This design comes from an exercise in tuning for a short achievable clock period and few clock cycles on the open sky130 flow, not from production work.
For this run, only the layout was checked, not whether the RTL still works.
Power and IR drop assume default switching activity.

$ cat flow/config.mk
export PLATFORM = sky130hd
export DESIGN_NAME = CPU
export DESIGN_NICKNAME = CPU
export VERILOG_FILES = /design/flow/design.v
export SDC_FILE = /design/flow/constraint.sdc
export NUM_CORES = 4
export LEC_CHECK = 0
export CAP_MARGIN = 40
export CORE_MARGIN = 2
export CORE_UTILIZATION = 25
export GPL_ROUTABILITY_DRIVEN = 1
export PLACE_DENSITY = 0.45
export SLEW_MARGIN = 40
$ cat flow/constraint.sdc
create_clock -name core_clock -period 11.0 [get_ports {clk}]
set_input_delay 2.2000 -clock core_clock [delete_from_list [all_inputs] [get_ports {clk}]]
set_output_delay 2.2000 -clock core_clock [all_outputs]
set_load 0.01 [all_outputs]
$ cat flow/design.v
module CPU(
    input reset, clk,
    output [31:0] imem_addr,
    input [31:0] imem_data,
    output [31:0] dmem_addr,
    output [31:0] dmem_wdata,
    output dmem_we, dmem_re,
    input [31:0] dmem_rdata
);
reg [31:0] PC;
reg [31:0] ras;                  
reg [31:0] D_inst, D_pc4, D_ras;
reg        D_pred;
reg [31:0] E_a, E_b, E_sd;
reg [4:0]  E_sh, E_rd;
reg        E_load, E_store;
reg        E_fAM, E_fAW, E_fBM, E_fBW, E_fSM, E_fSW, E_sdL;
reg        E_sub, E_add, E_and, E_or, E_xor, E_nor, E_slt, E_sll, E_srl, E_sra;
reg [31:0] M_res, M_sd;
reg [4:0]  M_rd, M_frd;
reg        M_load, M_store, M_sdW;
reg [31:0] W_val;
reg [4:0]  W_rd;
reg [31:0] rf [1:31];
wire [31:0] pc4 = {PC[31], PC[30:0] + 31'd4};
wire [31:0] inst = imem_data;
wire [5:0]  f_op = inst[31:26];
wire f_j   = (f_op == 6'h02) | (f_op == 6'h03);
wire f_br  = (f_op[5:2] == 4'b0001);
wire f_bt  = f_br & (f_op[0] | inst[15]);
wire f_jr  = (f_op == 6'h00) & (inst[5:0] == 6'h08) & (inst[25:21] == 5'd31);
wire f_pred = f_j | f_bt | f_jr;
wire [31:0] f_brtgt = pc4 + {{14{inst[15]}}, inst[15:0], 2'b00};
wire [31:0] f_ptgt = f_j  ? {pc4[31:28], inst[25:0], 2'b00} :
                     f_bt ? f_brtgt : ras;
assign imem_addr = PC;
wire [5:0] op = D_inst[31:26];
wire [5:0] fn = D_inst[5:0];
wire [4:0] rs = D_inst[25:21];
wire [4:0] rt = D_inst[20:16];
wire [4:0] rd = D_inst[15:11];
wire [15:0] imm = D_inst[15:0];
wire rtype  = (op == 6'h00);
wire i_jr   = rtype & (fn == 6'h08);
wire i_jalr = rtype & (fn == 6'h09);
wire i_sll  = rtype & (fn == 6'h00);
wire i_srl  = rtype & (fn == 6'h02);
wire i_sra  = rtype & (fn == 6'h03);
wire i_shift = i_sll | i_srl | i_sra;
wire i_j    = (op == 6'h02);
wire i_jal  = (op == 6'h03);
wire i_beq  = (op == 6'h04);
wire i_bne  = (op == 6'h05);
wire i_blez = (op == 6'h06);
wire i_bgtz = (op == 6'h07);
wire i_br   = (op[5:2] == 4'b0001);
wire i_lw   = (op == 6'h23);
wire i_sw   = (op == 6'h2B);
wire i_lui  = (op == 6'h0F);
wire i_andi = (op == 6'h0C);
wire i_imm  = (op == 6'h08) | (op == 6'h09) | (op == 6'h0A) | (op == 6'h0B) |
              i_andi | (op == 6'h0D) | i_lui | i_lw | i_sw;
wire i_link = i_jal | i_jalr;
wire d_add = (rtype & ((fn == 6'h20) | (fn == 6'h21))) | (op == 6'h08) | (op == 6'h09) |
             i_lui | i_lw | i_sw | i_link;
wire d_sub = rtype & ((fn == 6'h22) | (fn == 6'h23));
wire d_and = (rtype & (fn == 6'h24)) | i_andi;
wire d_or  = (rtype & (fn == 6'h25)) | (op == 6'h0D);
wire d_xor = rtype & (fn == 6'h26);
wire d_nor = rtype & (fn == 6'h27);
wire d_slt = (rtype & ((fn == 6'h2A) | (fn == 6'h2B))) | (op == 6'h0A) | (op == 6'h0B);
wire [4:0] d_rd = i_jal ? 5'd31 :
                  (rtype & ~i_jr) ? rd :
                  (i_imm & ~i_sw) ? rt : 5'd0;
wire [31:0] immv = i_lui  ? {imm, 16'b0} :
                   i_andi ? {16'b0, imm} : {{16{imm[15]}}, imm};
wire [31:0] rf_a = (rs == 5'd0) ? 32'b0 : rf[rs];
wire [31:0] rf_b = (rt == 5'd0) ? 32'b0 : rf[rt];
wire [31:0] rs_rf = (W_rd == rs && W_rd != 5'd0) ? W_val : rf_a;
wire [31:0] rt_rf = (W_rd == rt && W_rd != 5'd0) ? W_val : rf_b;
wire [31:0] rs_v = (M_frd == rs && M_frd != 5'd0) ? M_res : rs_rf;
wire [31:0] rt_v = (M_frd == rt && M_frd != 5'd0) ? M_res : rt_rf;
wire eq = (rs_v == rt_v);
wire le = (rs_v <= rt_v);
wire taken = (i_beq & eq) | (i_bne & ~eq) | (i_blez & le) | (i_bgtz & ~le);
wire [31:0] d_brtgt = D_pc4 + {{14{imm[15]}}, imm, 2'b00};
wire [31:0] d_jtgt = {D_pc4[31:28], D_inst[25:0], 2'b00};
wire use_rs = ~(i_j | i_jal | i_shift);
wire use_rt = rtype | i_beq | i_bne | i_blez | i_bgtz;
wire stall = E_load & (E_rd != 5'd0) &
             ((use_rs & (rs == E_rd)) | (use_rt & (rt == E_rd)));
wire mis_br = i_br & (taken ^ D_pred) & (imm != 16'd0);
wire mis_jr = (i_jr | i_jalr) & ~(D_pred & (rs_v == D_ras));
wire mis_j  = (i_j | i_jal) & ~D_pred;
wire redirect = ~stall & (mis_br | mis_jr | mis_j);
wire [31:0] rtgt = (i_jr | i_jalr) ? rs_v :
                   (i_j | i_jal) ? d_jtgt :
                   taken ? d_brtgt : D_pc4;
wire a_used = use_rs & ~i_link;
wire b_reg  = ~i_imm & ~i_link;
wire fAM = a_used & (rs != 5'd0) & (E_rd == rs);
wire fAW = a_used & (rs != 5'd0) & (M_rd == rs) & ~fAM;
wire fBM = b_reg & (rt != 5'd0) & (E_rd == rt);
wire fBW = b_reg & (rt != 5'd0) & (M_rd == rt) & ~fBM;
wire fSE = i_sw & (rt != 5'd0) & (E_rd == rt);
wire fSM = fSE & ~E_load;
wire fSL = fSE & E_load;
wire fSW = i_sw & (rt != 5'd0) & (M_rd == rt) & ~fSE;
always @(negedge reset or posedge clk) begin
    if (~reset) begin
        PC <= 32'h80000000;
        ras <= 32'b0;
        D_inst <= 32'b0;
        D_pc4 <= 32'b0;
        D_ras <= 32'b0;
        D_pred <= 1'b0;
    end else begin
        if (redirect) begin
            PC <= rtgt;
            D_inst <= 32'b0;
            D_pred <= 1'b0;
        end else if (~stall) begin
            PC <= f_pred ? f_ptgt : pc4;
            D_inst <= inst;
            D_pc4 <= pc4;
            D_ras <= ras;
            D_pred <= f_pred;
        end
        if (~stall & i_link)
            ras <= D_pc4;
    end
end
always @(negedge reset or posedge clk) begin
    if (~reset) begin
        E_a <= 32'b0; E_b <= 32'b0; E_sd <= 32'b0;
        E_sh <= 5'b0; E_rd <= 5'b0;
        E_load <= 1'b0; E_store <= 1'b0;
        E_fAM <= 1'b0; E_fAW <= 1'b0; E_fBM <= 1'b0; E_fBW <= 1'b0;
        E_fSM <= 1'b0; E_fSW <= 1'b0; E_sdL <= 1'b0;
        E_sub <= 1'b0; E_add <= 1'b0; E_and <= 1'b0; E_or <= 1'b0; E_xor <= 1'b0;
        E_nor <= 1'b0; E_slt <= 1'b0; E_sll <= 1'b0; E_srl <= 1'b0; E_sra <= 1'b0;
    end else if (stall) begin
        E_rd <= 5'b0;
        E_load <= 1'b0; E_store <= 1'b0;
        E_fSM <= 1'b0; E_fSW <= 1'b0; E_sdL <= 1'b0;
    end else begin
        E_a <= a_used ? rs_rf : 32'b0;
        E_b <= i_link ? D_pc4 : i_imm ? immv : rt_rf;
        E_sd <= rt_rf;
        E_sh <= D_inst[10:6];
        E_rd <= d_rd;
        E_load <= i_lw;
        E_store <= i_sw;
        E_fAM <= fAM; E_fAW <= fAW; E_fBM <= fBM; E_fBW <= fBW;
        E_fSM <= fSM; E_fSW <= fSW; E_sdL <= fSL;
        E_sub <= d_sub | d_slt;
        E_add <= d_add | d_sub;
        E_and <= d_and; E_or <= d_or; E_xor <= d_xor; E_nor <= d_nor;
        E_slt <= d_slt;
        E_sll <= i_sll; E_srl <= i_srl; E_sra <= i_sra;
    end
end
wire [31:0] A  = E_fAM ? M_res : E_fAW ? W_val : E_a;
wire [31:0] B  = E_fBM ? M_res : E_fBW ? W_val : E_b;
wire [31:0] SD = E_fSM ? M_res : E_fSW ? W_val : E_sd;
wire [31:0] Bx = B ^ {32{E_sub}};
wire [32:0] sum = {1'b0, A} + {1'b0, Bx} + {32'b0, E_sub};
wire lt = ~sum[32];
wire signed [31:0] Bs = B;
wire [31:0] sra_r = Bs >>> E_sh;
wire [31:0] res = ({32{E_add}} & sum[31:0]) |
                  ({32{E_and}} & (A & B)) |
                  ({32{E_or}}  & (A | B)) |
                  ({32{E_xor}} & (A ^ B)) |
                  ({32{E_nor}} & ~(A | B)) |
                  ({32{E_slt}} & {31'b0, lt}) |
                  ({32{E_sll}} & (B << E_sh)) |
                  ({32{E_srl}} & (B >> E_sh)) |
                  ({32{E_sra}} & sra_r);
always @(negedge reset or posedge clk) begin
    if (~reset) begin
        M_res <= 32'b0; M_sd <= 32'b0;
        M_rd <= 5'b0; M_frd <= 5'b0;
        M_load <= 1'b0; M_store <= 1'b0; M_sdW <= 1'b0;
    end else begin
        M_res <= res;
        M_sd <= SD;
        M_rd <= E_rd;
        M_frd <= E_load ? 5'b0 : E_rd;
        M_load <= E_load;
        M_store <= E_store;
        M_sdW <= E_sdL;
    end
end
assign dmem_addr = M_res;
assign dmem_wdata = M_sdW ? W_val : M_sd;
assign dmem_we = M_store;
assign dmem_re = M_load;
always @(negedge reset or posedge clk) begin
    if (~reset) begin
        W_val <= 32'b0;
        W_rd <= 5'b0;
    end else begin
        W_val <= M_load ? dmem_rdata : M_res;
        W_rd <= M_rd;
    end
end
integer i;
always @(negedge reset or posedge clk) begin
    if (~reset) begin
        for (i = 1; i < 32; i = i + 1) rf[i] <= 32'b0;
    end else if (W_rd != 5'd0) begin
        rf[W_rd] <= W_val;
    end
end
endmodule
$ cat flow/run.sh
#!/bin/bash
# synth_recipe.tcl (not shown) runs the flow's synth.tcl, then flattens the netlist and writes it again
# the make line also repeats each setting of config.mk as NAME=value (left out here)
make -C /OpenROAD-flow-scripts/flow DESIGN_CONFIG=/design/flow/config.mk WORK_HOME=/design/flow/orfs CLKGATE_MAP_FILE= SYNTH_SCRIPT=/design/flow/synth_recipe.tcl finish
==> flow_summary.html <==
<table>
<tr><th>Metric</th><th>Value</th></tr>
<tr><th colspan="2">Outcome</th></tr>
<tr><td>Run status</td><td>complete, no violations</td></tr>
<tr><th colspan="2">Finish</th></tr>
<tr><td>Layout cells sized above 1</td><td>22.3%</td></tr>
<tr><td>Register cell area after layout</td><td>0.0349 mm^2</td></tr>
<tr><td>Area of all placed cells without fillers</td><td>0.0981 mm^2</td></tr>
<tr><td>Filler cell count in the final layout</td><td>34,800</td></tr>
<tr><td>Synth-to-layout area growth</td><td>17.0%</td></tr>
<tr><td>Leading cell type in the layout, fill and taps excluded</td><td>dfrtp_1</td></tr>
<tr><td>Multi-input logic area</td><td>0.0463 mm^2</td></tr>
<tr><td>Leading cell types in the layout, fill and taps excluded</td><td>dfrtp_1 (1,369), mux2_2 (1,036), nand3_1 (792)</td></tr>
<tr><td>Final #Nets</td><td>8,784</td></tr>
<tr><td>Fin cells</td><td>13,100</td></tr>
<tr><th colspan="2">Power</th></tr>
<tr><td>Power density over cell area</td><td>197 mW/mm^2</td></tr>
<tr><td>Seq pwr share</td><td>36.0%</td></tr>
<tr><td>Fraction of power consumed by the clock network</td><td>30.7%</td></tr>
<tr><td>Switching share of power</td><td>40.8%</td></tr>
<tr><td>Psw</td><td>7.90 mW</td></tr>
<tr><td>Combinational cell fraction of total power</td><td>33.3%</td></tr>
<tr><td>Maximum resistive drop on vdd</td><td>0.127 mV</td></tr>
<tr><td>Internal power contribution</td><td>11.5 mW</td></tr>
<tr><td>Leakage power</td><td>42.9 nW</td></tr>
<tr><th colspan="2">Clock tree</th></tr>
<tr><td>Bufs on Longest Clock Path</td><td>4</td></tr>
<tr><td>CTS tree</td><td>built</td></tr>
<tr><td>Post-cts sizing count</td><td>0</td></tr>
<tr><td>Num CTS Buffers</td><td>168</td></tr>
<tr><td>Root Buffer Master</td><td>clkbuf_16</td></tr>
<tr><td>Number of clock sinks</td><td>1,392</td></tr>
<tr><td>Insertion delay to the later sink of the worst-skew pair</td><td>0.92 ns</td></tr>
<tr><td>H-Tree Depth</td><td>4</td></tr>
<tr><td>Count of hold-fix buffers inserted at cts</td><td>0</td></tr>
<tr><td>Post-CTS Repair Setup Buffers</td><td>0</td></tr>
<tr><td>Register clock-pin slew on the reported worst setup and hold paths</td><td>0.06 ns</td></tr>
<tr><th colspan="2">STA</th></tr>
<tr><td>Setup repair after global routing missed its margin</td><td>false</td></tr>
<tr><td>Shortest clock period the worst path allows after layout</td><td>8.60 ns</td></tr>
<tr><td>Number of setup violations in the final report</td><td>0</td></tr>
<tr><td>Total Negative Setup Slacks</td><td>0 ns</td></tr>
<tr><td>Worst slew margin relative to its limit</td><td>31.9%</td></tr>
<tr><td>Worst clock skew on the final layout</td><td>0.104 ns</td></tr>
<tr><td>Top achievable clock speed</td><td>116 MHz</td></tr>
<tr><td>Fraction of the cycle the final worst path needs</td><td>78.2%</td></tr>
<tr><td>Number of hold violations in the final report</td><td>0</td></tr>
<tr><td>Worst-Margin Slew</td><td>1.02 ns</td></tr>
<tr><td>Max-slew violation count</td><td>0</td></tr>
<tr><th colspan="2">Min path</th></tr>
<tr><td>Type of the worst min-delay path</td><td>reg2reg</td></tr>
<tr><th colspan="2">GRT</th></tr>
<tr><td>Wire length of the first global-routing pass</td><td>673 mm</td></tr>
<tr><td>Antenna violations before repair</td><td>40</td></tr>
<tr><td>Total congestion overflow</td><td>0</td></tr>
<tr><td>Number of global-route vias before repair</td><td>77,700</td></tr>
<tr><td>Pin count of the biggest net entering global routing</td><td>136</td></tr>
<tr><td>Overall routing resource usage</td><td>28.2%</td></tr>
<tr><th colspan="2">Floorplanning</th></tr>
<tr><td>I/O pin count</td><td>164</td></tr>
<tr><td>Starting density of the core</td><td>25.1%</td></tr>
<tr><td>Core ar.</td><td>0.334 mm^2</td></tr>
<tr><td>Chip Width</td><td>583 um</td></tr>
<tr><td>Die Ht</td><td>583 um</td></tr>
<tr><td>Die area</td><td>0.340 mm^2</td></tr>
<tr><td># rows</td><td>212</td></tr>
<tr><th colspan="2">Placement</th></tr>
<tr><td>Final weighted congestion in routability-driven placement</td><td>0.988</td></tr>
<tr><td>Port-buffer cells</td><td>163</td></tr>
<tr><td>DP Area</td><td>0.0922 mm^2</td></tr>
<tr><td>Cell count after placement</td><td>12,700</td></tr>
<tr><td>Placed wire-length estimate after detailed placement</td><td>335 mm</td></tr>
<tr><th colspan="2">Routing</th></tr>
<tr><td>DRT Wirelength</td><td>496 mm</td></tr>
<tr><td>Wire length per cell after detailed routing</td><td>38.0 um</td></tr>
<tr><td>Initial DRC Count</td><td>13,600</td></tr>
<tr><td>Post-route ant nets</td><td>0</td></tr>
<tr><td>Via-to-Cell Ratio</td><td>6.23</td></tr>
<tr><td>First-pass detailed-route iteration total</td><td>22</td></tr>
<tr><td>DRC violation count after routing</td><td>0</td></tr>
<tr><td>Vias</td><td>81,200</td></tr>
<tr><th colspan="2">Synthesis</th></tr>
<tr><td>Mapped Area</td><td>0.0838 mm^2</td></tr>
<tr><td>Fraction of synthesis flops using an asynchronous set or reset pin</td><td>100%</td></tr>
<tr><td>Average cell area after synthesis</td><td>9.70 um^2</td></tr>
<tr><td>Cells taking the most area after synthesis</td><td>dfrtp_1 (42%), mux2_2 (14%), nand3_1 (4.8%)</td></tr>
<tr><td>Syn_nets</td><td>8,891</td></tr>
<tr><td>Yosys Warn Count</td><td>2</td></tr>
<tr><td>Post-synth cell types</td><td>97</td></tr>
<tr><td>Dominant synthesized flop cell</td><td>dfrtp_1</td></tr>
<tr><td>Count of flip-flops with a built-in enable after synthesis</td><td>0</td></tr>
<tr><td>Synth Instances</td><td>8,636</td></tr>
<tr><td>Largest area contributor in the synthesized netlist</td><td>dfrtp_1</td></tr>
<tr><td>Share of synthesized area occupied by flip-flops and latches</td><td>41.6%</td></tr>
<tr><td>FF+latch count, synth</td><td>1,392</td></tr>
<tr><td>Area share of the largest cell type after synthesis</td><td>41.5%</td></tr>
<tr><th colspan="2">Setup path</th></tr>
<tr><td>Path type of the worst setup path</td><td>reg2reg</td></tr>
<tr><td>Worst setup SP type</td><td>flop</td></tr>
<tr><td>Slowest stage delay, CP</td><td>0.78 ns</td></tr>
<tr><td>Critical path required time</td><td>11.75 ns</td></tr>
<tr><td>Nature of the critical path endpoint</td><td>flop</td></tr>
<tr><td>Total buffers and inverters traversed by the critical path</td><td>3</td></tr>
<tr><td>Slowest cell on the critical path</td><td>nand2b_1</td></tr>
<tr><td>Cell type group with the largest total delay on the critical path</td><td>simple AND/OR/NAND/NOR gates</td></tr>
<tr><td>Critical path data arrival time</td><td>9.35 ns</td></tr>
<tr><td>Worst path most repeated cell</td><td>buf_4</td></tr>
<tr><td>Top fanout value on the critical path</td><td>20</td></tr>
<tr><th colspan="2">Flow run</th></tr>
<tr><td>Total of max-cap violations</td><td>0</td></tr>
</table>
layout make-up:
type / count / share of cell area (%)
multi-input combinational: 6268 / 47.2
inverter: 154 / 0.589
antenna: 15 / 0.0383
clock inverter: 54 / 0.731
tap: 4387 / 5.60
timing repair buffer: 545 / 5.30
sequential: 1392 / 35.6
clock buffer: 236 / 5.00
per-layer routing:
layer | vias to the layer above | GRT usage, % | share of wire (%)
met1 | 41300 | 36.3 | 39
met3 | 1614 | 8.80 | 12
li1 | 32100 | - | -
met2 | 6239 | 41.5 | 42
met4 | 22 | 15.7 | 6.7
met5 | - | 0.0709 | 0.080
synthesized netlist by cell type (29+ instances only):
library cell and instances:
xnor2_1 122, o211ai_1 57, nand3_1 798, mux2i_1 240
o21a_1 68, and3_1 66, a222oi_1 38, o21ai_1 29
nand2b_1 34, nand4_1 263, dfrtp_1 1391, o21ai_0 441
a221oi_1 167, inv_1 149, buf_2 78, a22o_1 166
clkbuf_1 598, a211oi_1 60, nor4_1 76, a21oi_1 407
xor2_1 55, a31oi_1 57, nor2_1 384, nor3_1 85
and2_1 31, nand2_1 580, a221o_1 29, ha_1 186
buf_1 118, a21o_1 59, a22oi_1 290, mux2_2 1036
o22ai_1 42
path summary, 6_finish.rpt:
| check | start | end | slack (ns) | cells after the start |
|---|---|---|---|---|
| setup / recovery | D_inst[16] | PC[5] | 2.40 | 26 |
| hold / removal | E_sdL | M_sdW | 0.34 | 0 |
| setup reg to reg | D_inst[16] | PC[5] | 2.40 | 26 |
| hold reg to reg | E_sdL | M_sdW | 0.34 | 0 |
| max in group asynchronous | reset | PC[10] | 7.03 | 6 |
| min in group asynchronous | reset | rf[10][21] | 1.23 | 1 |
logic make-up after synthesis:
logic type	Yosys count	share of synthesized area, %
and+or+nand+nor	2487	14.6
AOI/OAI and AO/OA	2117	17.3
buffers and inverters	976	4.69
xor gates and xnor gates	177	1.85
DFF	1392	41.6
adders and majority gates	189	2.85
muxes	1298	17.2
registers in the layout (all words and copies together) (netlist names), 5 cells and up:
register	count
E_b	32
M_frd	5
W_rd	5
E_rd	5
D_ras	32
PC	32
D_inst	32
D_pc4	32
E_sd	32
ras	32
E_a	32
M_sd	32
W_val	32
E_sh	5
rf	992
M_rd	5
M_res	32
through the flow:
step           setup slack [ns]  hold slack, ns  power, mW  utilization (%)
6_report                   2.40           0.342       19.4             29.4
5_1_grt                    2.20           0.356       19.9             29.4
4_1_cts                    2.67           0.344       19.1             29.3
3_5_place_dp               2.69           0.335       13.2             27.6
3_3_place_gp               2.04           0.333       13.1             27.4
2_1_floorplan              4.98           0.331       10.0                -
power groups by stage:
stage | combinational (mW) | clock [mW] | sequential (mW)
after floorplan | 3.68 | 0 | 6.35
after global placement | 6.13 | 0 | 7.00
after detailed placement | 6.21 | 0 | 7.00
after CTS | 6.24 | 5.96 | 6.92
after global routing | 6.75 | 6.17 | 6.99
final | 6.45 | 5.93 | 6.97

[afterwards: timing with drivers on the ports]
In the flow no input, the clock included, has a driving cell. The finished layout below was timed again as built, in two steps. Step 1, drivers: a clkbuf_16 drives clk and a buf_2 each remaining input, both assumed. Step 2, shift: input delay + t, output delay - t, t = (earliest + latest rising clock arrival at the registers) / 2. This alone moves slack from input paths to output paths. Slacks: ideal / step 1 / step 2; pairs: ideal / step 1.
shift t [ns]: 0.959
setup slack, ns: 2.401 / 2.401 / 2.401
worst setup path at the end: register to register
clock arrival spread, ns: 0.107 / 0.107
worst slew at a driven data input, ns: 0.10
After both steps this run still meets setup and hold. For this run, drivers alone change the setup slack by 0.000 ns; drivers and shift together by 0.000 ns.
